Background: an optimization exercise with open tools, aiming at small area and a short achievable clock period. Do not read the settings as production practice.
RTL that was checked went through simulation tests only; none was proved equivalent to the original.
No functional check of the RTL was part of runs 3 and 4.
The clock port is modelled as an ideal driver, which makes a skipped or thinned clock tree look cheaper than it is; a real chip needs a root buffer or a tree.
Power figures rest on the tool's default switching activity, not on a simulated workload.

==> design/flow/design.v <==
module fifo_32_pre(
	input [4:0] cnt,
	input [4:0] wPtr,
	input nFull,
	output [4:0] cntInc,
	output [4:0] cntDec,
	output [4:0] wInc,
	output eq2,
	output eq30,
	output [3:0] wLo,
	output [7:0] wHi
	);
	assign cntInc = cnt + 5'd1;
	assign cntDec = cnt - 5'd1;
	assign wInc = wPtr + 5'd1;
	assign eq2 = (cnt == 5'd2);
	assign eq30 = (cnt == 5'd30);
	assign wLo = 4'd1 << wPtr[1:0];
	assign wHi = {7'd0, nFull} << wPtr[4:2];
endmodule
module fifo_32_nand4(
	input a,
	input b,
	input c,
	input d,
	output y
	);
	assign y = ~(a & b & c & d);
endmodule
module fifo_32_nor2(
	input a,
	input b,
	output y
	);
	assign y = ~(a | b);
endmodule
module fifo_32_ao22(
	input a,
	input b,
	input c,
	input d,
	output y
	);
	assign y = (a & b) | (c & d);
endmodule
module fifo_32_oa21(
	input a,
	input b,
	input c,
	output y
	);
	assign y = (a | b) & c;
endmodule
module fifo_32_and3(
	input a,
	input b,
	input c,
	output y
	);
	assign y = a & b & c;
endmodule
module fifo_32(
	clock,
	reset,
	write,
	datain,
	read,
	dataout,
	full,
	empty
	);
	input clock;
	input reset;
	input write, read;
	input [7:0] datain;
	output [7:0] dataout;
	output full, empty;
	reg [255:0] buffer;
	reg [4:0] wPtr;
	reg [31:0] rSel;
	reg [4:0] cnt;
	reg fullR, emptyR, nFull, nEmpty, aeR, afR;
	reg [7:0] dataoutReg;
	assign dataout = dataoutReg;
	assign full = fullR;
	assign empty = emptyR;
	wire writeEn = write & nFull;
	wire readEn = read & nEmpty;
	wire [4:0] cntInc, cntDec, wInc;
	wire eq2, eq30;
	wire [3:0] wLo;
	wire [7:0] wHi;
	fifo_32_pre u_pre(
		.cnt(cnt), .wPtr(wPtr), .nFull(nFull),
		.cntInc(cntInc), .cntDec(cntDec), .wInc(wInc),
		.eq2(eq2), .eq30(eq30), .wLo(wLo), .wHi(wHi));
	wire [31:0] rowWe;
	genvar g;
	generate
		for (g = 0; g < 32; g = g + 1) begin : gwe
			fifo_32_and3 u_we(.a(write), .b(wLo[g % 4]), .c(wHi[g / 4]), .y(rowWe[g]));
		end
	endgenerate
	integer k;
	always @(posedge clock) begin
		for (k = 0; k < 32; k = k + 1)
			if (rowWe[k])
				buffer[8*k +: 8] <= datain;
	end
	wire [8*16-1:0] pair;
	wire [8*8-1:0] quadN;
	wire [8*2-1:0] half;
	wire readOk = read & nEmpty & ~reset;
	wire [7:0] dataoutNext;
	genvar b;
	generate
		for (b = 0; b < 8; b = b + 1) begin : gbit
			for (g = 0; g < 16; g = g + 1) begin : gpair
				fifo_32_ao22 u_p(
					.a(buffer[16*g + b]), .b(rSel[2*g]),
					.c(buffer[16*g + 8 + b]), .d(rSel[2*g+1]),
					.y(pair[8*g + b]));
			end
			for (g = 0; g < 8; g = g + 1) begin : gquad
				fifo_32_nor2 u_q(
					.a(pair[16*g + b]), .b(pair[16*g + 8 + b]),
					.y(quadN[8*g + b]));
			end
			for (g = 0; g < 2; g = g + 1) begin : ghalf
				fifo_32_nand4 u_h(
					.a(quadN[32*g + b]), .b(quadN[32*g + 8 + b]),
					.c(quadN[32*g + 16 + b]), .d(quadN[32*g + 24 + b]),
					.y(half[8*g + b]));
			end
			fifo_32_oa21 u_d(.a(half[b]), .b(half[8 + b]), .c(readOk), .y(dataoutNext[b]));
		end
	endgenerate
	wire rAdv = readEn & ~reset;
	wire rHold = ~readEn & ~reset;
	wire [31:0] rSelNext;
	generate
		for (g = 0; g < 32; g = g + 1) begin : gsel
			wire ring;
			fifo_32_ao22 u_s(
				.a(rAdv), .b(rSel[(g + 31) % 32]),
				.c(rHold), .d(rSel[g]), .y(ring));
			if (g == 0) begin : g0
				assign rSelNext[g] = ring | reset;
			end else begin : gn
				assign rSelNext[g] = ring;
			end
		end
	endgenerate
	always @(posedge clock) begin
		rSel <= rSelNext;
		dataoutReg <= dataoutNext;
	end
	wire onlyW = writeEn & ~readEn;
	wire onlyR = readEn & ~writeEn;
	wire emptyNext = ~writeEn & (~nEmpty | (read & aeR));
	wire fullNext = ~readEn & (~nFull | (write & afR));
	always @(posedge clock) begin
		if (reset) begin
			wPtr <= 5'd0;
			cnt <= 5'd0;
			fullR <= 1'b0;
			nFull <= 1'b1;
			emptyR <= 1'b1;
			nEmpty <= 1'b0;
			aeR <= 1'b0;
			afR <= 1'b0;
		end
		else begin
			if (writeEn) wPtr <= wInc;
			if (onlyW) cnt <= cntInc;
			else if (onlyR) cnt <= cntDec;
			emptyR <= emptyNext;
			nEmpty <= ~emptyNext;
			fullR <= fullNext;
			nFull <= ~fullNext;
			if (onlyW) begin
				aeR <= ~nEmpty;
				afR <= eq30;
			end
			else if (onlyR) begin
				aeR <= eq2;
				afR <= ~nFull;
			end
		end
	end
endmodule
==> design/flow/flow/run.sh <==
#!/bin/bash
# Standard layout (the standard.sh) with three changes:
#  - port buffers are buf_2 (the default choice is a slow delay cell);
#  - the clock tree is built without dummy loads, from larger sink clusters;
#  - flow/cts_pre.tcl then removes the middle level of the clock tree, so the
#    root buffer drives the leaf buffers directly (every register still sees
#    two buffers from the clock port, balanced).
set -uo pipefail
HERE=$(pwd)
bash standard.sh "BUFFER_PORTS_ARGS=-buffer_cell sky130_fd_sc_hd__buf_2" \
  "PRE_CTS_TCL=$HERE/flow/cts_pre.tcl" \
  "CTS_ARGS=-sink_clustering_enable -repair_clock_nets -dont_use_dummy_load -sink_clustering_size 30 -sink_clustering_max_diameter 100 -buf_list sky130_fd_sc_hd__clkbuf_16" \
  finish > make_finish.log 2>&1
==> design/flow/flow/cts_pre.tcl <==
# Wrap clock_tree_synthesis: after the tree is built, remove the buffers between
# the root buffer and the leaf buffers, so the root drives every leaf buffer
# directly (two buffers from the clock port to each register, all balanced).
proc my_flatten_clock_tree {} {
  set block [ord::get_db_block]
  set port_net [[$block findBTerm clock] getNet]
  set roots {}
  foreach it [$port_net getITerms] { lappend roots [$it getInst] }
  foreach root $roots {
    set rnet [[$root findITerm X] getNet]
    set changed 1
    while {$changed} {
      set changed 0
      foreach it [$rnet getITerms] {
        if {[$it isOutputSignal]} { continue }
        set b [$it getInst]
        set m [[$b getMaster] getName]
        if {![string match "*clkbuf*" $m]} { continue }
        set bout [$b findITerm X]
        set bnet [$bout getNet]
        # only a buffer whose loads are all clock buffers is removed
        set allbuf 1
        foreach l [$bnet getITerms] {
          if {[$l isOutputSignal]} { continue }
          if {![string match "*clkbuf*" [[[$l getInst] getMaster] getName]]} { set allbuf 0 }
        }
        if {!$allbuf} { continue }
        set loads {}
        foreach l [$bnet getITerms] { if {![$l isOutputSignal]} { lappend loads $l } }
        foreach l $loads { $l disconnect; $l connect $rnet }
        $bout disconnect
        $it disconnect
        puts "flatten_clock_tree: removed [$b getName] ([llength $loads] loads moved to [$rnet getName])"
        odb::dbInst_destroy $b
        odb::dbNet_destroy $bnet
        set changed 1
        break
      }
    }
  }
}
rename clock_tree_synthesis my_orig_clock_tree_synthesis
proc clock_tree_synthesis {args} {
  my_orig_clock_tree_synthesis {*}$args
  my_flatten_clock_tree
}
==> design/flow/standard.sh <==
#!/bin/bash
# synth_recipe.tcl (not shown) runs the flow's synth.tcl, then flattens the netlist and writes it again
# the make line also repeats each setting of config.mk as NAME=value (left out here)
make -C /OpenROAD-flow-scripts/flow DESIGN_CONFIG=/design/flow/config.mk WORK_HOME=/design/flow/orfs CLKGATE_MAP_FILE= SYNTH_SCRIPT=/design/flow/synth_recipe.tcl "${@:-finish}"
==> design/flow/config.mk <==
export PLATFORM = sky130hd
export DESIGN_NAME = fifo_32
export DESIGN_NICKNAME = fifo_32
export VERILOG_FILES = /design/flow/design.v
export SDC_FILE = /design/flow/constraint.sdc
export NUM_CORES = 4
export LEC_CHECK = 0
export CAP_MARGIN = 20
export CORE_MARGIN = 2
export CORE_UTILIZATION = 60
export SETUP_SLACK_MARGIN = 2.0
export SLEW_MARGIN = 20
export SYNTH_HIERARCHICAL = 1
==> design/flow/constraint.sdc <==
create_clock -name core_clock -period 3.5 [get_ports {clock}]
set_input_delay 0.7000 -clock core_clock [delete_from_list [all_inputs] [get_ports {clock}]]
set_output_delay 0.7000 -clock core_clock [all_outputs]
set_load 0.01 [all_outputs]
==> impl_metrics.prom, run 1 <==
# TYPE chip_impl_metric gauge
chip_impl_metric{name="finalCriticalPeriod",unit="ns"} 1.59
chip_impl_metric{name="async_reset_ff_share",unit="%"} 0
chip_impl_metric{name="netlist.area_leader.share",unit="%"} 66.6
chip_impl_metric{name="drt-vias-per-instance",unit=""} 6.62
chip_impl_metric{name="setup_viol",unit=""} 0
chip_impl_info{name="synth_commonest_cells",value="edfxtp_1, a22o_1, nor2_1"} 1
chip_impl_metric{name="postSynthAreaPerCell",unit="µm²"} 16.6
chip_impl_info{name="hold_start",value="afR"} 1
chip_impl_info{name="start_kind",value="flop"} 1
chip_impl_metric{name="worst-endpoint-arrival",unit="ns"} 0.89
chip_impl_metric{name="timing_hold_violations_final",unit=""} 0
chip_impl_metric{name="yosysWarningCount",unit=""} 7
chip_impl_metric{name="totalWireLength",unit="µm"} 25100
chip_impl_metric{name="layout.filler_cells",unit=""} 1303
chip_impl_metric{name="max_freq",unit="MHz"} 628
chip_impl_metric{name="slew-limit-headroom",unit="%"} 47.4
chip_impl_metric{name="dp.final_hpwl",unit="µm"} 15500
chip_impl_info{name="synth_top_cell_by_area",value="edfxtp_1"} 1
chip_impl_info{name="slowest_stage_cell_crit_path",value="dfxtp_1"} 1
chip_impl_metric{name="yosys_register_bits",unit=""} 312
chip_impl_metric{name="layout.core_utilization",unit="%"} 67.4
chip_impl_info{name="end_kind",value="output port"} 1
chip_impl_metric{name="drt-wirelength-per-cell",unit="µm"} 26.2
chip_impl_metric{name="final_layout_size_suffix_gt1_share",unit="%"} 17.8
chip_impl_metric{name="post-route-period-util",unit="%"} 45.5
chip_impl_metric{name="hold_path_depth",unit=""} 2
chip_impl_metric{name="detailroute.via_count",unit=""} 6347
chip_impl_metric{name="mappedNetlistArea",unit="µm²"} 11500
chip_impl_info{name="critical_path.cell_chain",value="buf_2"} 1
chip_impl_info{name="critPathTopFamily",value="flip-flops"} 1
chip_impl_info{name="ys_top_cells_by_area",value="edfxtp_1, a22o_1, dfxtp_1"} 1
chip_impl_metric{name="path_buf_inv",unit=""} 1
chip_impl_metric{name="ant_nets",unit=""} 0
chip_impl_metric{name="insertion_delay",unit="ns"} 0.43
chip_impl_metric{name="firstDrtPassIters",unit=""} 7
chip_impl_info{name="setup.worst_path.class",value="flop to output port"} 1
chip_impl_metric{name="r2r.worst_path.cells",unit=""} 4
chip_impl_metric{name="grt_pass1_vias",unit=""} 6100
chip_impl_info{name="min_delay_worst_endpoint",value="fullR"} 1
chip_impl_metric{name="timing.max_cap.violations",unit=""} 0
chip_impl_metric{name="net_count_reported_at_finish",unit=""} 747
chip_impl_metric{name="synth.yosys.seq_area_share",unit="%"} 76.4
chip_impl_metric{name="gp_routability_congestion",unit=""} 0.771
chip_impl_metric{name="reg2reg_setup_slack",unit="ns"} 1.99
chip_impl_metric{name="finalNonFillerCells",unit=""} 959
chip_impl_metric{name="dpl-instance-area",unit="µm²"} 11900
chip_impl_metric{name="setup_tns",unit="ns"} 0
chip_impl_metric{name="grt_antenna_before_repair",unit=""} 0
chip_impl_metric{name="max_stage_delay",unit="ns"} 0.33
chip_impl_metric{name="vdd_drop_max",unit="mV"} 0.617
chip_impl_info{name="rsz_0062_raised_after_global_routing",value="true"} 1
chip_impl_metric{name="critical_path_peak_fanout",unit=""} 1
chip_impl_metric{name="grt_start_max_net_pins",unit=""} 45
chip_impl_metric{name="synth-edff-count",unit=""} 256
chip_impl_metric{name="worst_hold_slack",unit="ns"} 0.495
chip_impl_metric{name="numPlacedInstances",unit=""} 941
chip_impl_metric{name="antenna_cells_inserted",unit=""} 0
chip_impl_metric{name="power.static_leakage",unit="nW"} 4.14
chip_impl_info{name="hp-class",value="flop to flop"} 1
chip_impl_metric{name="dr.first_iter.drc_count",unit=""} 643
chip_impl_metric{name="final-seq-area",unit="µm²"} 8830
chip_impl_metric{name="floorplan.initialDensity",unit="%"} 61.5
chip_impl_info{name="status",value="no timing/DRC/antenna violations"} 1
chip_impl_metric{name="drc_errors",unit=""} 0
chip_impl_metric{name="grt_pass1_wl",unit="µm"} 37000
chip_impl_metric{name="tritoncts_num_sinks",unit=""} 312
chip_impl_info{name="regToRegStartpoint",value="rSel[21]"} 1
chip_impl_metric{name="area_growth_syn_to_layout",unit="%"} 9.71
chip_impl_metric{name="synth.net_count",unit=""} 713
chip_impl_metric{name="track_usage",unit="%"} 25.7
chip_impl_metric{name="core-area",unit="µm²"} 18800
chip_impl_info{name="synthFlopType",value="edfxtp_1"} 1
chip_impl_metric{name="p_per_cell_area",unit="nW/µm²"} 473
chip_impl_metric{name="ys_types",unit=""} 36
chip_impl_metric{name="rows",unit=""} 50
chip_impl_metric{name="combined_area_of_the_multi_input_logic_cells",unit="µm²"} 3020
chip_impl_metric{name="cts_hold_buffers",unit=""} 0
chip_impl_metric{name="fp.dieArea",unit="µm²"} 20400
chip_impl_metric{name="synthesis.instances",unit=""} 693
chip_impl_metric{name="final_max_slew_viol_count",unit=""} 0
chip_impl_info{name="rr_endpoint",value="dataoutReg[2]"} 1
chip_impl_metric{name="worst_ep_required_time",unit="ns"} 2.80
chip_impl_metric{name="timing_worst_slew_pin_value",unit="ns"} 0.789
chip_impl_info{name="yosys.cell_count.top_type",value="edfxtp_1"} 1
chip_impl_metric{name="grt_overflow",unit=""} 0
chip_impl_metric{name="clock_skew",unit="ns"} 0.0463
chip_impl_metric{name="floorplan.die.height",unit="µm"} 143
chip_impl_metric{name="clk_pin_slew_worst_paths",unit="ns"} 0.11
chip_impl_metric{name="number_of_buffers_added_on_ports",unit=""} 21
chip_impl_metric{name="fin_area",unit="µm²"} 12700
chip_impl_metric{name="num_io_pins",unit=""} 22
chip_impl_metric{name="die_w",unit="µm"} 143
[sequential cells by signal (all words and copies together), names as in the netlist]
signal      count
emptyR          1
nFull           1
cnt             5
rSel           32
afR             1
fullR           1
wPtr            5
nEmpty          1
buffer        256
aeR             1
dataoutReg      8
[modules after synthesis (local to each module, per instance)]
module         cell area (µm²)  flip-flops and latches
fifo_32_ao22              8.76                       0
fifo_32_and3              6.26                       0
fifo_32                   9210                     312
fifo_32_oa21              7.51                       0
fifo_32_nor2              3.75                       0
fifo_32_nand4             6.26                       0
fifo_32_pre                329                       0
[kinds of logic (layout without fill, tap and decap cells)]
family | count (synthesis) | after routing | share of synthesized area, %
xor gates and xnor gates | 9 | 9 | 0.683
buffers and inverters | 14 | 45 | 0.672
DFF | 312 | 312 | 76.4
and+or+nand+nor | 154 | 154 | 6.72
muxes | 5 | 5 | 0.434
adders and majority gates | 8 | 8 | 0.868
AOI/OAI and AO/OA | 191 | 192 | 14.3
[final cells by class]
cell class	count	share of cell area, %
tap	234	2.31
multi-input combinational	368	23.8
clock buffer	12	2.37
timing repair buffer	27	1.52
sequential	312	69.8
inverter	6	0.178
[worst max path at each step]
stage,from,to,slack [ns],cells after the start
2_1_floorplan,reset,rSel[0],1.71,5
3_3_place_gp,write,aeR,1.27,5
3_5_place_dp,write,aeR,1.19,5
4_1_cts,dataoutReg[0],dataout[0],1.90,1
5_1_grt,dataoutReg[7],dataout[7],1.89,1
6_report,dataoutReg[0],dataout[0],1.91,1
[power by group]
group          total [mW]  switching (mW)  internal [mW]
sequential           4.09          0.0425           4.05
clock                1.60           0.977          0.619
combinational       0.300           0.195          0.105
[timing repair]
| item | in CTS | in global routing |
|---|---|---|
| gates cloned | 1 | 0 |
| endpoints found under the setup margin | 313 | 240 |
| gates resized for setup | 83 | 45 |
| pin swaps | 2 | 5 |
| setup buffers | 2 | 3 |
[placed cells by master (no fill, tap or decap), drive strengths merged]
cell,n
a22o,160
nor3b,1
inv,6
and3,32
clkbuf,13
and2,1
o21a,8
a211oi,5
o21ba,1
xnor2,4
nand3,9
nor2b,7
or2,2
a21boi,2
nand4,16
a311oi,2
nand2,5
a21bo,6
o21bai,1
nor3,3
nor4b,1
nand2b,5
mux2i,5
edfxtp,256
and4,1
dfxtp,56
a21oi,7
nor2,71
xor2,5
buf,26
ha,8
[per-stage QoR]
step                      power (mW)  setup WS, ns
after global routing            6.17          1.89
after detailed placement        4.43          1.19
after floorplan                 4.31          1.71
final                           5.98          1.91
after CTS                       6.00          1.90
after global placement          4.42          1.27
[per-layer routing]
layer | wire length, µm | share of wire [%] | GRT usage (%) | up-vias
met5 | 0 | 0 | 0 | -
met3 | 1550 | 6.2 | 4.06 | 33
met2 | 12200 | 49 | 40.2 | 206
met1 | 10800 | 43 | 37.6 | 3247
met4 | 566 | 2.3 | 8.29 | 0
li1 | - | - | - | 2861
==> inputs of run 2 (changes only) <==
--- a/design/flow/config.mk
+++ b/design/flow/config.mk
@@ -7,7 +7,7 @@
 export LEC_CHECK = 0
 export CAP_MARGIN = 20
 export CORE_MARGIN = 2
-export CORE_UTILIZATION = 60
+export CORE_UTILIZATION = 40
 export SETUP_SLACK_MARGIN = 2.0
 export SLEW_MARGIN = 20
 export SYNTH_HIERARCHICAL = 1
==> run 2 against run 1 <==
Compared with the run above:
- still clean on timing, DRC and antenna
- area after synthesis is the same
- routed wire length up 1.3%
- flip-flop and latch count stayed put
- maximum frequency fell by 1.4%
- clock power about the same
- global-route usage shrank 8.6 points
- clock-buffer cell count unchanged
- sequential power is essentially flat
- hold slack is essentially flat
- worst setup slack got worse by 0.022 ns
- critical path depth is the same
- die area rose by 48%
- largest cell class unchanged
==> impl_metrics.prom, run 2 <==
# TYPE chip_impl_metric gauge
chip_impl_info{name="status",value="no timing/DRC/antenna violations"} 1
chip_impl_metric{name="floorplan.initialDensity",unit="%"} 40.4
chip_impl_metric{name="track_usage",unit="%"} 17.1
chip_impl_metric{name="timing_worst_slew_pin_value",unit="ns"} 0.734
chip_impl_metric{name="max_freq",unit="MHz"} 620
chip_impl_metric{name="cts_hold_buffers",unit=""} 0
chip_impl_info{name="ys_top_cells_by_area",value="edfxtp_1, a22o_1, dfxtp_1"} 1
chip_impl_metric{name="dpl-instance-area",unit="µm²"} 12100
chip_impl_metric{name="core-area",unit="µm²"} 28500
chip_impl_metric{name="floorplan.die.height",unit="µm"} 174
chip_impl_metric{name="ys_types",unit=""} 36
chip_impl_metric{name="mappedNetlistArea",unit="µm²"} 11500
chip_impl_metric{name="number_of_buffers_added_on_ports",unit=""} 21
chip_impl_info{name="gr-max-usage-layer",value="met2"} 1
chip_impl_info{name="final_cell_mix",value="edfxtp_1, a22o_1, nor2_1"} 1
chip_impl_metric{name="yosys_register_bits",unit=""} 312
chip_impl_metric{name="critical_path_peak_fanout",unit=""} 1
chip_impl_info{name="end_kind",value="output port"} 1
chip_impl_metric{name="setup_viol",unit=""} 0
chip_impl_metric{name="grt_util_met3",unit="%"} 3.90
chip_impl_metric{name="rows",unit=""} 62
chip_impl_metric{name="final_layout_size_suffix_gt1_share",unit="%"} 18.9
chip_impl_metric{name="worst-endpoint-arrival",unit="ns"} 0.91
chip_impl_metric{name="die_w",unit="µm"} 174
chip_impl_metric{name="final_max_slew_viol_count",unit=""} 0
chip_impl_metric{name="finalPower",unit="mW"} 6.04
chip_impl_metric{name="dr.first_iter.drc_count",unit=""} 762
chip_impl_metric{name="gp_routability_congestion",unit=""} 0.824
chip_impl_metric{name="path_buf_inv",unit=""} 1
chip_impl_metric{name="r2r.worst_path.cells",unit=""} 4
chip_impl_metric{name="firstDrtPassIters",unit=""} 5
chip_impl_metric{name="hold_path_depth",unit=""} 2
chip_impl_metric{name="postSynthAreaPerCell",unit="µm²"} 16.6
chip_impl_metric{name="timing_hold_violations_final",unit=""} 0
chip_impl_metric{name="synthesis.instances",unit=""} 693
chip_impl_info{name="critPathTopFamily",value="flip-flops"} 1
chip_impl_metric{name="post-route-period-util",unit="%"} 46.1
chip_impl_info{name="top_regs",value="buffer x256, rSel x32, dataoutReg x8"} 1
chip_impl_metric{name="grt_antenna_before_repair",unit=""} 0
chip_impl_metric{name="drt-wirelength-per-cell",unit="µm"} 22.8
chip_impl_metric{name="met2_usage",unit="%"} 26.5
chip_impl_metric{name="netlist.area_leader.share",unit="%"} 66.6
chip_impl_metric{name="area_growth_syn_to_layout",unit="%"} 12.0
chip_impl_metric{name="worst_ep_required_time",unit="ns"} 2.80
chip_impl_metric{name="totalWireLength",unit="µm"} 25400
chip_impl_metric{name="insertion_delay",unit="ns"} 0.45
chip_impl_info{name="synth_top_cell_by_area",value="edfxtp_1"} 1
chip_impl_metric{name="net_count_reported_at_finish",unit=""} 751
chip_impl_metric{name="tritoncts_num_sinks",unit=""} 312
chip_impl_metric{name="synth-edff-count",unit=""} 256
chip_impl_info{name="critical_path.cell_chain",value="buf_6"} 1
chip_impl_info{name="start_kind",value="flop"} 1
chip_impl_metric{name="fin_area",unit="µm²"} 12900
chip_impl_info{name="registers.top_by_ff_count",value="buffer"} 1
chip_impl_metric{name="detailroute.via_count",unit=""} 6256
chip_impl_metric{name="ant_nets",unit=""} 0
chip_impl_info{name="rsz_0062_raised_after_global_routing",value="true"} 1
chip_impl_info{name="setup.worst_path.class",value="flop to output port"} 1
chip_impl_metric{name="clk_pin_slew_worst_paths",unit="ns"} 0.11
chip_impl_metric{name="yosysWarningCount",unit=""} 7
chip_impl_metric{name="synth.yosys.seq_area_share",unit="%"} 76.4
chip_impl_metric{name="number_of_flip_flops_in_the_largest_register",unit=""} 256
chip_impl_metric{name="vdd_drop_max",unit="mV"} 0.316
chip_impl_metric{name="setup_tns",unit="ns"} 0
chip_impl_info{name="synth_commonest_cells",value="edfxtp_1, a22o_1, nor2_1"} 1
chip_impl_metric{name="grt_pass1_wl",unit="µm"} 37900
chip_impl_metric{name="clock_skew",unit="ns"} 0.0471
chip_impl_metric{name="fp.dieArea",unit="µm²"} 30200
chip_impl_info{name="synthFlopType",value="edfxtp_1"} 1
chip_impl_metric{name="dp.final_hpwl",unit="µm"} 15800
chip_impl_metric{name="async_reset_ff_share",unit="%"} 0
chip_impl_metric{name="timing.max_cap.violations",unit=""} 0
chip_impl_metric{name="grt_pass1_vias",unit=""} 6241
chip_impl_info{name="yosys.cell_count.top_type",value="edfxtp_1"} 1
chip_impl_metric{name="num_io_pins",unit=""} 22
chip_impl_info{name="slowest_stage_cell_crit_path",value="dfxtp_2"} 1
chip_impl_info{name="hp-class",value="flop to flop"} 1
chip_impl_metric{name="antenna_cells_inserted",unit=""} 0
chip_impl_metric{name="combined_area_of_the_multi_input_logic_cells",unit="µm²"} 3030
chip_impl_metric{name="slew-limit-headroom",unit="%"} 51.1
chip_impl_metric{name="grt_overflow",unit=""} 0
chip_impl_metric{name="p_per_cell_area",unit="nW/µm²"} 467
chip_impl_metric{name="synth.net_count",unit=""} 713
chip_impl_metric{name="grt_start_max_net_pins",unit=""} 45
chip_impl_metric{name="worstSetupPathDepth",unit=""} 1
chip_impl_metric{name="layout.filler_cells",unit=""} 2513
chip_impl_metric{name="drc_errors",unit=""} 0
chip_impl_metric{name="power.static_leakage",unit="nW"} 4.16
chip_impl_metric{name="max_stage_delay",unit="ns"} 0.37
chip_impl_metric{name="drt-vias-per-instance",unit=""} 5.62
chip_impl_metric{name="grt.met1_usage",unit="%"} 23.6
chip_impl_info{name="final_common_cell",value="edfxtp_1"} 1
chip_impl_metric{name="final-seq-area",unit="µm²"} 8840
chip_impl_metric{name="finalCriticalPeriod",unit="ns"} 1.61
-- run 2: cell counts after synthesis --
Identical to the previous run, type by type.
-- run 2: what timing repair did --
| action | 4_1_cts | 5_1_grt |
|---|---|---|
| gates resized for setup | 78 | 59 |
| pin swaps | 1 | 6 |
| gates cloned | 2 | 0 |
| endpoints found under the setup margin | 317 | 292 |
| setup buffers | 0 | 9 |
-- run 2: logic make-up (layout without fill, tap and decap cells) --
group / Yosys count / count (layout) / share of synthesized area, %
adders and majority gates: 8 / 8 / 0.868
muxes: 5 / 5 / 0.434
AOI/OAI and AO/OA: 191 / 192 / 14.3
DFF: 312 / 312 / 76.4
xor gates and xnor gates: 9 / 9 / 0.683
and+or+nand+nor: 154 / 155 / 6.72
buffers and inverters: 14 / 48 / 0.672
-- run 2: final cells by class --
type | count | area share [%]
Clock buffer | 12 | 2.32
Sequential cell | 312 | 68.4
Inverter | 6 | 0.203
Multi-Input combinational cell | 369 | 23.4
Timing Repair Buffer | 30 | 1.93
Tap cell | 384 | 3.72
-- run 2: Yosys stat by module, one instance, submodules excluded --
| module | cells inside | area [µm²] | flip-flops and latches | times used |
|---|---|---|---|---|
| fifo_32_nor2 | 1 | 3.75 | 0 | 64 |
| fifo_32_oa21 | 1 | 7.51 | 0 | 8 |
| fifo_32_ao22 | 1 | 8.76 | 0 | 160 |
| fifo_32_pre | 45 | 329 | 0 | 1 |
| fifo_32_nand4 | 1 | 6.26 | 0 | 16 |
| fifo_32 | 368 | 9210 | 312 | 1 |
| fifo_32_and3 | 1 | 6.26 | 0 | 32 |
-- run 2: per-layer routing --
| layer | part of all wire [%] | wire [µm] |
|---|---|---|
| met1 | 46 | 11600 |
| met2 | 47 | 11900 |
| met3 | 5.5 | 1390 |
| met4 | 2.3 | 574 |
| met5 | 0 | 0 |
-- run 2: per-stage QoR --
stage	instances	hold WS (ns)	setup WS [ns]	util (%)
global placement	1090	0.488	1.27	42.4
finish	1113	0.495	1.89	45.3
detailed placement	1090	0.482	1.24	42.4
global route	1113	0.524	1.84	45.3
CTS	1104	0.506	1.85	44.2
floorplan	693	0.458	1.71	-
-- run 2: report_power, final --
part,internal [mW],switching (mW)
Sequential,4.05,0.0433
Combinational,0.118,0.207
Clock,0.619,1.01
-- run 2: worst paths after layout --
path | from | to | slack, ns
setup reg to reg | nFull | buffer[87] | 1.99
setup / recovery | dataoutReg[5] | dataout[5] | 1.89
hold / removal | afR | fullR | 0.50
hold reg to reg | afR | fullR | 0.50
==> inputs of run 3 (changes only) <==
--- a/design/flow/design.v
+++ b/design/flow/design.v
@@ -1,22 +1,14 @@
 module fifo_32_pre(
 	input [4:0] cnt,
-	input [4:0] wPtr,
-	input nFull,
 	output [4:0] cntInc,
 	output [4:0] cntDec,
-	output [4:0] wInc,
 	output eq2,
-	output eq30,
-	output [3:0] wLo,
-	output [7:0] wHi
+	output eq30
 	);
 	assign cntInc = cnt + 5'd1;
 	assign cntDec = cnt - 5'd1;
-	assign wInc = wPtr + 5'd1;
 	assign eq2 = (cnt == 5'd2);
 	assign eq30 = (cnt == 5'd30);
-	assign wLo = 4'd1 << wPtr[1:0];
-	assign wHi = {7'd0, nFull} << wPtr[4:2];
 endmodule
 module fifo_32_nand4(
 	input a,
@@ -76,7 +68,8 @@
 	output [7:0] dataout;
 	output full, empty;
 	reg [255:0] buffer;
-	reg [4:0] wPtr;
+	reg [3:0] wLo;
+	reg [7:0] wHi;
 	reg [31:0] rSel;
 	reg [4:0] cnt;
 	reg fullR, emptyR, nFull, nEmpty, aeR, afR;
@@ -86,19 +79,52 @@
 	assign empty = emptyR;
 	wire writeEn = write & nFull;
 	wire readEn = read & nEmpty;
-	wire [4:0] cntInc, cntDec, wInc;
+	wire [4:0] cntInc, cntDec;
 	wire eq2, eq30;
-	wire [3:0] wLo;
-	wire [7:0] wHi;
 	fifo_32_pre u_pre(
-		.cnt(cnt), .wPtr(wPtr), .nFull(nFull),
-		.cntInc(cntInc), .cntDec(cntDec), .wInc(wInc),
-		.eq2(eq2), .eq30(eq30), .wLo(wLo), .wHi(wHi));
+		.cnt(cnt), .cntInc(cntInc), .cntDec(cntDec),
+		.eq2(eq2), .eq30(eq30));
+	wire wAdv = writeEn & ~reset;
+	wire wHold = ~writeEn & ~reset;
+	wire wWrap = writeEn & wLo[3];
+	wire wHiAdv = wWrap & ~reset;
+	wire wHiHold = ~wWrap & ~reset;
+	wire [3:0] wLoNext;
+	wire [7:0] wHiNext;
+	wire [7:0] wHiF = wHi & {8{nFull}};
+	genvar g;
+	generate
+		for (g = 0; g < 4; g = g + 1) begin : gwlo
+			wire ring;
+			fifo_32_ao22 u_s(
+				.a(wAdv), .b(wLo[(g + 3) % 4]),
+				.c(wHold), .d(wLo[g]), .y(ring));
+			if (g == 0) begin : g0
+				assign wLoNext[g] = ring | reset;
+			end else begin : gn
+				assign wLoNext[g] = ring;
+			end
+		end
+		for (g = 0; g < 8; g = g + 1) begin : gwhi
+			wire ring;
+			fifo_32_ao22 u_s(
+				.a(wHiAdv), .b(wHi[(g + 7) % 8]),
+				.c(wHiHold), .d(wHi[g]), .y(ring));
+			if (g == 0) begin : g0
+				assign wHiNext[g] = ring | reset;
+			end else begin : gn
+				assign wHiNext[g] = ring;
+			end
+		end
+	endgenerate
+	always @(posedge clock) begin
+		wLo <= wLoNext;
+		wHi <= wHiNext;
+	end
 	wire [31:0] rowWe;
-	genvar g;
 	generate
 		for (g = 0; g < 32; g = g + 1) begin : gwe
-			fifo_32_and3 u_we(.a(write), .b(wLo[g % 4]), .c(wHi[g / 4]), .y(rowWe[g]));
+			fifo_32_and3 u_we(.a(write), .b(wLo[g % 4]), .c(wHiF[g / 4]), .y(rowWe[g]));
 		end
 	endgenerate
 	integer k;
@@ -161,7 +187,6 @@
 	wire fullNext = ~readEn & (~nFull | (write & afR));
 	always @(posedge clock) begin
 		if (reset) begin
-			wPtr <= 5'd0;
 			cnt <= 5'd0;
 			fullR <= 1'b0;
 			nFull <= 1'b1;
@@ -171,7 +196,6 @@
 			afR <= 1'b0;
 		end
 		else begin
-			if (writeEn) wPtr <= wInc;
 			if (onlyW) cnt <= cntInc;
 			else if (onlyR) cnt <= cntDec;
 			emptyR <= emptyNext;
--- a/design/flow/config.mk
+++ b/design/flow/config.mk
@@ -7,7 +7,7 @@
 export LEC_CHECK = 0
 export CAP_MARGIN = 20
 export CORE_MARGIN = 2
-export CORE_UTILIZATION = 40
+export CORE_UTILIZATION = 60
 export SETUP_SLACK_MARGIN = 2.0
 export SLEW_MARGIN = 20
 export SYNTH_HIERARCHICAL = 1
==> run 3 against run 2 <==
Compared with the run above:
- clock-buffer cell count unchanged
- core utilization rose by 21 points
- global-route usage is 8.2 points higher
- cell count is 12% lower
- hold slack improved by 0.019 ns
- critical path depth stayed put
- non-clock buffer count shrank 9
- combinational power down 38%
- worst setup slack improved by 0.016 ns
==> impl_metrics.prom, run 3 <==
# TYPE chip_impl_metric gauge
chip_impl_info{name="status",value="no timing/DRC/antenna violations"} 1
chip_impl_info{name="critPathTopFamily",value="flip-flops"} 1
chip_impl_metric{name="totalWireLength",unit="µm"} 24800
chip_impl_info{name="rsz_0062_raised_after_global_routing",value="true"} 1
chip_impl_info{name="min_delay_worst_endpoint",value="wHi[2]"} 1
chip_impl_metric{name="drt-vias-per-instance",unit=""} 6.43
chip_impl_metric{name="cts_hold_buffers",unit=""} 0
chip_impl_metric{name="synth-edff-count",unit=""} 256
chip_impl_metric{name="grt_antenna_before_repair",unit=""} 0
chip_impl_metric{name="postCtsSetupRepairBufs",unit=""} 0
chip_impl_metric{name="firstDrtPassIters",unit=""} 5
chip_impl_info{name="synth_top_cell_by_area",value="edfxtp_1"} 1
chip_impl_metric{name="gp_routability_congestion",unit=""} 0.796
chip_impl_metric{name="timing_worst_slew_pin_value",unit="ns"} 0.699
chip_impl_metric{name="finalPower",unit="mW"} 5.96
chip_impl_metric{name="detailroute.via_count",unit=""} 6315
chip_impl_metric{name="core-area",unit="µm²"} 18800
chip_impl_metric{name="clock_skew",unit="ns"} 0.0336
chip_impl_metric{name="die_w",unit="µm"} 143
chip_impl_info{name="hold_start",value="wHi[2]"} 1
chip_impl_metric{name="ant_nets",unit=""} 0
chip_impl_metric{name="num_io_pins",unit=""} 22
chip_impl_metric{name="grt_overflow",unit=""} 0
chip_impl_metric{name="rows",unit=""} 50
chip_impl_metric{name="post-route-period-util",unit="%"} 45.7
chip_impl_metric{name="area_growth_syn_to_layout",unit="%"} 8.08
chip_impl_info{name="ys_top_cells_by_area",value="edfxtp_1, a22o_1, dfxtp_1"} 1
chip_impl_metric{name="reg2reg_setup_slack",unit="ns"} 2.00
chip_impl_metric{name="final_max_slew_viol_count",unit=""} 0
chip_impl_metric{name="dp.final_hpwl",unit="µm"} 15000
chip_impl_info{name="final_cell_mix",value="edfxtp_1, a22o_1, nor2_1"} 1
chip_impl_metric{name="ys_types",unit=""} 34
chip_impl_metric{name="netlist.area_leader.share",unit="%"} 66.4
chip_impl_metric{name="setup_viol",unit=""} 0
chip_impl_metric{name="setup_tns",unit="ns"} 0
chip_impl_metric{name="dpl-instance-area",unit="µm²"} 12000
chip_impl_metric{name="timing.max_cap.violations",unit=""} 0
chip_impl_metric{name="slew-limit-headroom",unit="%"} 53.4
chip_impl_metric{name="number_of_flip_flops_in_the_largest_register",unit=""} 256
chip_impl_metric{name="floorplan.die.height",unit="µm"} 143
chip_impl_metric{name="p_per_cell_area",unit="nW/µm²"} 476
chip_impl_metric{name="floorplan.initialDensity",unit="%"} 61.5
chip_impl_metric{name="grt_pass1_wl",unit="µm"} 36800
chip_impl_metric{name="vdd_drop_max",unit="mV"} 0.459
chip_impl_metric{name="timing_hold_violations_final",unit=""} 0
chip_impl_info{name="start_kind",value="flop"} 1
chip_impl_info{name="yosys.cell_count.top_type",value="edfxtp_1"} 1
chip_impl_info{name="setup.worst_path.class",value="flop to output port"} 1
chip_impl_metric{name="worst_ep_required_time",unit="ns"} 2.80
chip_impl_metric{name="synth.net_count",unit=""} 704
chip_impl_info{name="critical_path.cell_chain",value="buf_6"} 1
chip_impl_info{name="hp-class",value="flop to flop"} 1
chip_impl_metric{name="max_stage_delay",unit="ns"} 0.36
chip_impl_metric{name="max_freq",unit="MHz"} 626
chip_impl_info{name="registers.top_by_ff_count",value="buffer"} 1
chip_impl_metric{name="worst-endpoint-arrival",unit="ns"} 0.90
chip_impl_metric{name="yosys_register_bits",unit=""} 319
chip_impl_metric{name="final-seq-area",unit="µm²"} 8980
chip_impl_metric{name="number_of_buffers_added_on_ports",unit=""} 21
chip_impl_metric{name="insertion_delay",unit="ns"} 0.44
chip_impl_metric{name="drc_errors",unit=""} 0
chip_impl_info{name="final_common_cell",value="edfxtp_1"} 1
chip_impl_info{name="rr_endpoint",value="dataoutReg[7]"} 1
chip_impl_metric{name="synth.yosys.seq_area_share",unit="%"} 77.3
chip_impl_metric{name="hold_path_depth",unit=""} 1
chip_impl_metric{name="grt_start_max_net_pins",unit=""} 38
chip_impl_metric{name="postSynthAreaPerCell",unit="µm²"} 16.8
chip_impl_metric{name="track_usage",unit="%"} 25.3
chip_impl_info{name="regToRegStartpoint",value="rSel[6]"} 1
chip_impl_info{name="top_regs",value="buffer x256, rSel x32"} 1
chip_impl_metric{name="combined_area_of_the_multi_input_logic_cells",unit="µm²"} 2720
chip_impl_metric{name="drt-wirelength-per-cell",unit="µm"} 25.2
chip_impl_metric{name="mappedNetlistArea",unit="µm²"} 11600
chip_impl_metric{name="final_layout_size_suffix_gt1_share",unit="%"} 15.0
chip_impl_info{name="synth_commonest_cells",value="edfxtp_1, a22o_1, nor2_1"} 1
chip_impl_metric{name="yosysWarningCount",unit=""} 7
chip_impl_metric{name="synthesis.instances",unit=""} 689
chip_impl_metric{name="fin_area",unit="µm²"} 12500
chip_impl_metric{name="tritoncts_num_sinks",unit=""} 319
chip_impl_metric{name="power.static_leakage",unit="nW"} 4.20
chip_impl_info{name="slowest_stage_cell_crit_path",value="dfxtp_2"} 1
chip_impl_metric{name="antenna_cells_inserted",unit=""} 0
chip_impl_metric{name="layout.filler_cells",unit=""} 1311
chip_impl_metric{name="net_count_reported_at_finish",unit=""} 739
chip_impl_info{name="synthFlopType",value="edfxtp_1"} 1
chip_impl_metric{name="fp.dieArea",unit="µm²"} 20400
chip_impl_metric{name="r2r.worst_path.cells",unit=""} 4
chip_impl_metric{name="dr.first_iter.drc_count",unit=""} 749
chip_impl_info{name="end_kind",value="output port"} 1
chip_impl_metric{name="clk_pin_slew_worst_paths",unit="ns"} 0.11
chip_impl_metric{name="finalCriticalPeriod",unit="ns"} 1.60
chip_impl_metric{name="async_reset_ff_share",unit="%"} 0
chip_impl_metric{name="path_buf_inv",unit=""} 1
chip_impl_metric{name="grt_pass1_vias",unit=""} 6051
chip_impl_metric{name="critical_path_peak_fanout",unit=""} 1
==> run 3: cell families (layout without fill, tap and decap cells) <==
| kind of cell | Yosys count | count (layout) | synth area share [%] |
|---|---|---|---|
| buffers and inverters | 9 | 38 | 0.389 |
| AO/OA/AOI/OAI | 200 | 201 | 14.7 |
| flip-flops | 319 | 319 | 77.3 |
| adder cells (fa/ha/maj) | 3 | 3 | 0.324 |
| XOR/XNOR | 8 | 8 | 0.670 |
| AND/OR/NAND/NOR | 150 | 153 | 6.65 |
==> run 3: modules after synthesis, one instance, submodules excluded <==
module         cell area, µm²  flip-flops and latches
fifo_32                  9290                     319
fifo_32_and3             6.26                       0
fifo_32_ao22             8.76                       0
fifo_32_nand4            6.26                       0
fifo_32_nor2             3.75                       0
fifo_32_oa21             7.51                       0
fifo_32_pre               178                       0
==> run 3: what timing repair did <==
item                       4_1_cts  5_1_grt
gates cloned                     4        0
setup endpoints to repair      318      126
gates resized for setup         48       23
pin swaps                        3        0
==> run 3: report_power, final <==
part           switching (mW)  internal, mW  total (mW)
clock                    1.00         0.619        1.62
combinational           0.144        0.0564       0.201
sequential             0.0326          4.11        4.14
total                    1.18          4.78        5.96
==> run 3: area by class of cell <==
cell class	count	area share, %
Sequential cell	319	71.7
Clock buffer	12	2.40
Multi-Input combinational cell	365	21.7
Inverter	5	0.150
Tap cell	260	2.60
Timing Repair Buffer	21	1.42
==> run 3: worst max-delay path by stage <==
stage / start / to / slack [ns] / cells after the start
2_1_floorplan: reset / rSel[0] / 1.83 / 4
3_3_place_gp: write / wHi[0] / 1.33 / 5
3_5_place_dp: write / wHi[0] / 1.31 / 5
4_1_cts: dataoutReg[1] / dataout[1] / 1.89 / 1
5_1_grt: dataoutReg[1] / dataout[1] / 1.87 / 1
6_report: dataoutReg[1] / dataout[1] / 1.90 / 1
==> run 3: layer usage <==
layer  wire length, µm  track usage [%]
met2             11400             38.0
met1             11200             38.0
met3              1810             5.90
met4               353             6.15
met5                 0                0
==> run 3: per-stage QoR <==
step	setup WS [ns]	cells	utilization (%)	hold slack, ns
final	1.90	982	66.5	0.514
after global routing	1.87	982	66.5	0.538
after CTS	1.89	982	66.2	0.520
after detailed placement	1.31	966	63.8	0.493
after global placement	1.33	966	63.8	0.484
after floorplan	1.83	689	-	0.446
==> inputs of run 4 (changes only) <==
--- a/design/flow/flow/run.sh
+++ b/design/flow/flow/run.sh
@@ -4,7 +4,8 @@
 #  - the clock tree is built without dummy loads, from larger sink clusters;
 #  - flow/cts_pre.tcl then removes the middle level of the clock tree, so the
 #    root buffer drives the leaf buffers directly (every register still sees
-#    two buffers from the clock port, balanced).
+#    two buffers from the clock port, balanced), and splits the root into one
+#    root buffer per quadrant, each driven by the clock port.
 set -uo pipefail
 HERE=$(pwd)
 bash standard.sh "BUFFER_PORTS_ARGS=-buffer_cell sky130_fd_sc_hd__buf_2" \
--- a/design/flow/flow/cts_pre.tcl
+++ b/design/flow/flow/cts_pre.tcl
@@ -39,8 +39,58 @@
     }
   }
 }
+proc my_split_clock_root {} {
+  set block [ord::get_db_block]
+  set port_net [[$block findBTerm clock] getNet]
+  set its [$port_net getITerms]
+  if {[llength $its] != 1} { return }
+  set root [[lindex $its 0] getInst]
+  set rnet [[$root findITerm X] getNet]
+  set loads {}
+  foreach l [$rnet getITerms] { if {![$l isOutputSignal]} { lappend loads $l } }
+  if {[llength $loads] < 6} { return }
+  set sx 0; set sy 0
+  foreach l $loads {
+    set loc [[$l getInst] getLocation]
+    set sx [expr {$sx + [lindex $loc 0]}]; set sy [expr {$sy + [lindex $loc 1]}]
+  }
+  set cx [expr {$sx / [llength $loads]}]; set cy [expr {$sy / [llength $loads]}]
+  array set grp {}
+  foreach l $loads {
+    set loc [[$l getInst] getLocation]
+    set q [expr {([lindex $loc 0] >= $cx ? 1 : 0) + ([lindex $loc 1] >= $cy ? 2 : 0)}]
+    lappend grp($q) $l
+  }
+  set master [$root getMaster]
+  set n 0
+  foreach q [lsort [array names grp]] {
+    set members $grp($q)
+    set gx 0; set gy 0
+    foreach l $members {
+      set loc [[$l getInst] getLocation]
+      set gx [expr {$gx + [lindex $loc 0]}]; set gy [expr {$gy + [lindex $loc 1]}]
+    }
+    set gx [expr {$gx / [llength $members]}]; set gy [expr {$gy / [llength $members]}]
+    if {$n == 0} {
+      $root setLocation $gx $gy
+      set keep $members
+    } else {
+      set b [odb::dbInst_create $block $master "clkbuf_root_${n}_clock"]
+      set net [odb::dbNet_create $block "clknet_root_${n}_clock"]
+      $net setSigType CLOCK
+      $b setLocation $gx $gy
+      $b setPlacementStatus PLACED
+      [$b findITerm A] connect $port_net
+      [$b findITerm X] connect $net
+      foreach l $members { $l disconnect; $l connect $net }
+      puts "split_clock_root: [$b getName] drives [llength $members] leaf buffers"
+    }
+    incr n
+  }
+}
 rename clock_tree_synthesis my_orig_clock_tree_synthesis
 proc clock_tree_synthesis {args} {
   my_orig_clock_tree_synthesis {*}$args
   my_flatten_clock_tree
+  my_split_clock_root
 }
--- a/design/flow/config.mk
+++ b/design/flow/config.mk
@@ -8,6 +8,6 @@
 export CAP_MARGIN = 20
 export CORE_MARGIN = 2
 export CORE_UTILIZATION = 60
-export SETUP_SLACK_MARGIN = 2.0
+export SETUP_SLACK_MARGIN = 2.15
 export SLEW_MARGIN = 20
 export SYNTH_HIERARCHICAL = 1
==> run 4 against run 3 <==
Compared with the run above:
- clock power is 9.9% higher
- worst setup slack gained 0.086 ns
- cell count up 2.3%
- maximum frequency is 5.7% higher
- via count is 2.8% higher
- largest power group unchanged
- highest routed layer unchanged
==> impl_metrics.prom, run 4 <==
# TYPE chip_impl_metric gauge
chip_impl_metric{name="number_of_flip_flops_in_the_largest_register",unit=""} 256
chip_impl_metric{name="setup_viol",unit=""} 0
chip_impl_metric{name="die_w",unit="µm"} 143
chip_impl_metric{name="rows",unit=""} 50
chip_impl_metric{name="firstDrtPassIters",unit=""} 5
chip_impl_metric{name="totalWireLength",unit="µm"} 25500
chip_impl_metric{name="reg2reg_setup_slack",unit="ns"} 2.12
chip_impl_metric{name="grt_pass1_wl",unit="µm"} 37200
chip_impl_metric{name="grt_overflow",unit=""} 0
chip_impl_metric{name="grt_pass1_vias",unit=""} 6039
chip_impl_metric{name="drt-wirelength-per-cell",unit="µm"} 25.4
chip_impl_metric{name="num_io_pins",unit=""} 22
chip_impl_metric{name="worst_hold_slack",unit="ns"} 0.485
chip_impl_metric{name="vdd_drop_max",unit="mV"} 0.434
chip_impl_metric{name="mappedNetlistArea",unit="µm²"} 11600
chip_impl_metric{name="tritoncts_num_sinks",unit=""} 319
chip_impl_metric{name="final_max_slew_viol_count",unit=""} 0
chip_impl_metric{name="synthesis.instances",unit=""} 689
chip_impl_metric{name="synth-edff-count",unit=""} 256
chip_impl_metric{name="final_layout_size_suffix_gt1_share",unit="%"} 25.8
chip_impl_info{name="ys_top_cells_by_area",value="edfxtp_1, a22o_1, dfxtp_1"} 1
chip_impl_metric{name="detailroute.via_count",unit=""} 6494
chip_impl_info{name="slowest_stage_cell_crit_path",value="dfxtp_2"} 1
chip_impl_metric{name="antenna_cells_inserted",unit=""} 0
chip_impl_metric{name="ys_types",unit=""} 34
chip_impl_metric{name="floorplan.initialDensity",unit="%"} 61.5
chip_impl_metric{name="timing_worst_slew_pin_value",unit="ns"} 0.749
chip_impl_metric{name="clock_skew",unit="ns"} 0.0283
chip_impl_metric{name="post-route-period-util",unit="%"} 43.2
chip_impl_info{name="yosys.cell_count.top_type",value="edfxtp_1"} 1
chip_impl_info{name="status",value="no timing/DRC/antenna violations"} 1
chip_impl_metric{name="finalCriticalPeriod",unit="ns"} 1.51
chip_impl_info{name="hp-class",value="flop to flop"} 1
chip_impl_metric{name="drt-vias-per-instance",unit=""} 6.46
chip_impl_info{name="worstSetupStartpoint",value="dataoutReg[0]"} 1
chip_impl_metric{name="numPlacedInstances",unit=""} 966
chip_impl_metric{name="synth.yosys.seq_area_share",unit="%"} 77.3
chip_impl_info{name="start_kind",value="flop"} 1
chip_impl_metric{name="worst_ep_required_time",unit="ns"} 2.80
chip_impl_metric{name="power.static_leakage",unit="nW"} 4.38
chip_impl_metric{name="critical_path_peak_fanout",unit=""} 1
chip_impl_info{name="setup.worst_path.class",value="flop to output port"} 1
chip_impl_metric{name="dp.final_hpwl",unit="µm"} 15200
chip_impl_info{name="critical_path.cell_chain",value="buf_6"} 1
chip_impl_info{name="registers.top_by_ff_count",value="buffer"} 1
chip_impl_metric{name="dr.first_iter.drc_count",unit=""} 595
chip_impl_metric{name="fp.dieArea",unit="µm²"} 20400
chip_impl_metric{name="grt_start_max_net_pins",unit=""} 33
chip_impl_metric{name="finalNonFillerCells",unit=""} 1005
chip_impl_metric{name="layout.core_utilization",unit="%"} 70.0
chip_impl_metric{name="core-area",unit="µm²"} 18800
chip_impl_info{name="critPathTopFamily",value="flip-flops"} 1
chip_impl_metric{name="cts_hold_buffers",unit=""} 0
chip_impl_info{name="min_delay_worst_endpoint",value="wHi[6]"} 1
chip_impl_metric{name="layout.filler_cells",unit=""} 1220
chip_impl_metric{name="async_reset_ff_share",unit="%"} 0
chip_impl_metric{name="net_count_reported_at_finish",unit=""} 762
chip_impl_metric{name="number_of_buffers_added_on_ports",unit=""} 21
chip_impl_metric{name="postSynthAreaPerCell",unit="µm²"} 16.8
chip_impl_metric{name="dpl-instance-area",unit="µm²"} 12100
chip_impl_metric{name="max_stage_delay",unit="ns"} 0.38
chip_impl_info{name="end_kind",value="output port"} 1
chip_impl_metric{name="fin_area",unit="µm²"} 13200
chip_impl_metric{name="path_buf_inv",unit=""} 1
chip_impl_metric{name="max_freq",unit="MHz"} 662
chip_impl_metric{name="netlist.area_leader.share",unit="%"} 66.4
chip_impl_metric{name="gp_routability_congestion",unit=""} 0.794
chip_impl_info{name="final_cell_mix",value="edfxtp_1, a22o_1, nor2_1"} 1
chip_impl_info{name="rr_endpoint",value="wHi[0]"} 1
chip_impl_info{name="rsz_0062_raised_after_global_routing",value="true"} 1
chip_impl_info{name="synthFlopType",value="edfxtp_1"} 1
chip_impl_metric{name="area_growth_syn_to_layout",unit="%"} 13.9
chip_impl_metric{name="ant_nets",unit=""} 0
chip_impl_info{name="hold_start",value="wHi[5]"} 1
chip_impl_metric{name="clk_pin_slew_worst_paths",unit="ns"} 0.11
chip_impl_metric{name="worst-endpoint-arrival",unit="ns"} 0.81
chip_impl_metric{name="synth.net_count",unit=""} 704
chip_impl_metric{name="drc_errors",unit=""} 0
chip_impl_metric{name="yosys_register_bits",unit=""} 319
chip_impl_metric{name="grt_antenna_before_repair",unit=""} 0
chip_impl_metric{name="r2r.worst_path.cells",unit=""} 6
chip_impl_metric{name="track_usage",unit="%"} 25.3
chip_impl_metric{name="p_per_cell_area",unit="nW/µm²"} 469
chip_impl_metric{name="floorplan.die.height",unit="µm"} 143
chip_impl_info{name="final_common_cell",value="edfxtp_1"} 1
chip_impl_info{name="top_regs",value="buffer x256, rSel x32"} 1
chip_impl_metric{name="setup_tns",unit="ns"} 0
chip_impl_metric{name="timing.max_cap.violations",unit=""} 0
chip_impl_metric{name="insertion_delay",unit="ns"} 0.32
chip_impl_info{name="synth_commonest_cells",value="edfxtp_1, a22o_1, nor2_1"} 1
chip_impl_metric{name="timing_hold_violations_final",unit=""} 0
chip_impl_info{name="synth_top_cell_by_area",value="edfxtp_1"} 1
chip_impl_info{name="regToRegStartpoint",value="nFull"} 1
chip_impl_metric{name="yosysWarningCount",unit=""} 7
chip_impl_metric{name="slew-limit-headroom",unit="%"} 50.0
chip_impl_metric{name="hold_path_depth",unit=""} 1
==> run 4: per-module statistics from Yosys (local to each module, per instance) <==
module | flops+latches | times used | cells | cell area (µm²)
fifo_32 | 319 | 1 | 377 | 9290
fifo_32_and3 | 0 | 32 | 1 | 6.26
fifo_32_ao22 | 0 | 172 | 1 | 8.76
fifo_32_nand4 | 0 | 16 | 1 | 6.26
fifo_32_nor2 | 0 | 64 | 1 | 3.75
fifo_32_oa21 | 0 | 8 | 1 | 7.51
fifo_32_pre | 0 | 1 | 20 | 178
==> run 4: cell families (layout without fill, tap and decap cells) <==
kind of cell / after synthesis / count (layout) / share of synthesized area, %
xor+xnor: 8 / 8 / 0.670
flops: 319 / 319 / 77.3
compound gates: 200 / 201 / 14.7
fa+ha+maj: 3 / 3 / 0.324
buf+inv: 9 / 61 / 0.389
simple gates: 150 / 153 / 6.65
==> run 4: worst max path at each step <==
stage	cells past startpoint	endpoint
floorplan	4	rSel[0]
global placement	5	wHi[0]
detailed placement	5	rSel[0]
CTS	1	dataout[0]
global route	1	dataout[0]
finish	1	dataout[0]
==> run 4: power breakdown <==
group	switching [mW]	internal (mW)	leakage, nW
clock network	1.00	0.779	0.185
registers	0.0350	4.11	2.84
logic	0.165	0.0990	1.36
==> run 4: worst register-to-register path: stages, from the launching register on <==
cell and delay (ns):
dfxtp_4 0.37, buf_8 0.14, nand2_8 0.09, nor2_4 0.05, and2_4 0.17, a22o_1 0.22
or2_4 0.22
==> run 4: metrics by stage <==
| stage | total power, mW | setup slack [ns] |
|---|---|---|
| floorplan | 4.30 | 1.83 |
| global placement | 4.40 | 1.32 |
| detailed placement | 4.41 | 1.28 |
| CTS | 6.16 | 2.01 |
| global route | 6.36 | 1.97 |
| finish | 6.19 | 1.99 |
==> run 4: layout make-up, without the clock buffers <==
| cell class | instances | area (µm²) | share of cell area [%] |
|---|---|---|---|
| repair buffers | 41 | 427 | 3.24 |
| multi-input cells | 365 | 3010 | 22.9 |
| plain buffers | 3 | 75.1 | 0.569 |
| inverters | 5 | 23.8 | 0.180 |
| flip-flops and latches | 319 | 9020 | 68.4 |
| well taps | 260 | 325 | 2.47 |
==> run 4: metal layers <==
metal / global-route usage, % / wire [µm]
met1: 38.5 / 11500
met2: 38.7 / 11900
met3: 4.19 / 1630
met4: 6.25 / 461
met5: 0 / 0
==> run 4: repair_timing <==
action,4_1_cts,5_1_grt
endpoints found under the setup margin,327,256
buffers inserted,7,12
gates cloned,5,0
gates resized for setup,85,77
pin swaps,4,29

what the ideal ports hide:
The results above use ideal ports. As a check the final layouts listed here were re-extracted and re-timed, cells and wires unchanged. Step 1 (the two cells are an assumption about what drives the block):
set clk [get_ports {clock}]
set_driving_cell -lib_cell sky130_fd_sc_hd__clkbuf_16 $clk
set_driving_cell -lib_cell sky130_fd_sc_hd__buf_2 [delete_from_list [all_inputs] $clk]
Step 2 also shifts input and output timing later by t, the mid clock arrival at the registers, as if the neighbouring blocks saw the same clock. Slacks: ideal / step 1 / step 2; pairs: ideal / step 1.
run | t, ns | setup slack, ns | worst register clock-pin slew, ns
run 1 | 0.455 | 1.908 / 1.864 / 1.592 | 0.11 / 0.11
run 2 | 0.468 | 1.886 / 1.841 / 1.534 | 0.12 / 0.12
run 3 | 0.468 | 1.902 / 1.857 / 1.566 | 0.11 / 0.11
run 4 | 0.396 | 1.989 / 1.897 / 1.740 | 0.11 / 0.11
After both steps every run listed still meets setup and hold. For run 2, which loses most, drivers alone change the setup slack by -0.045 ns; drivers and shift together by -0.352 ns.
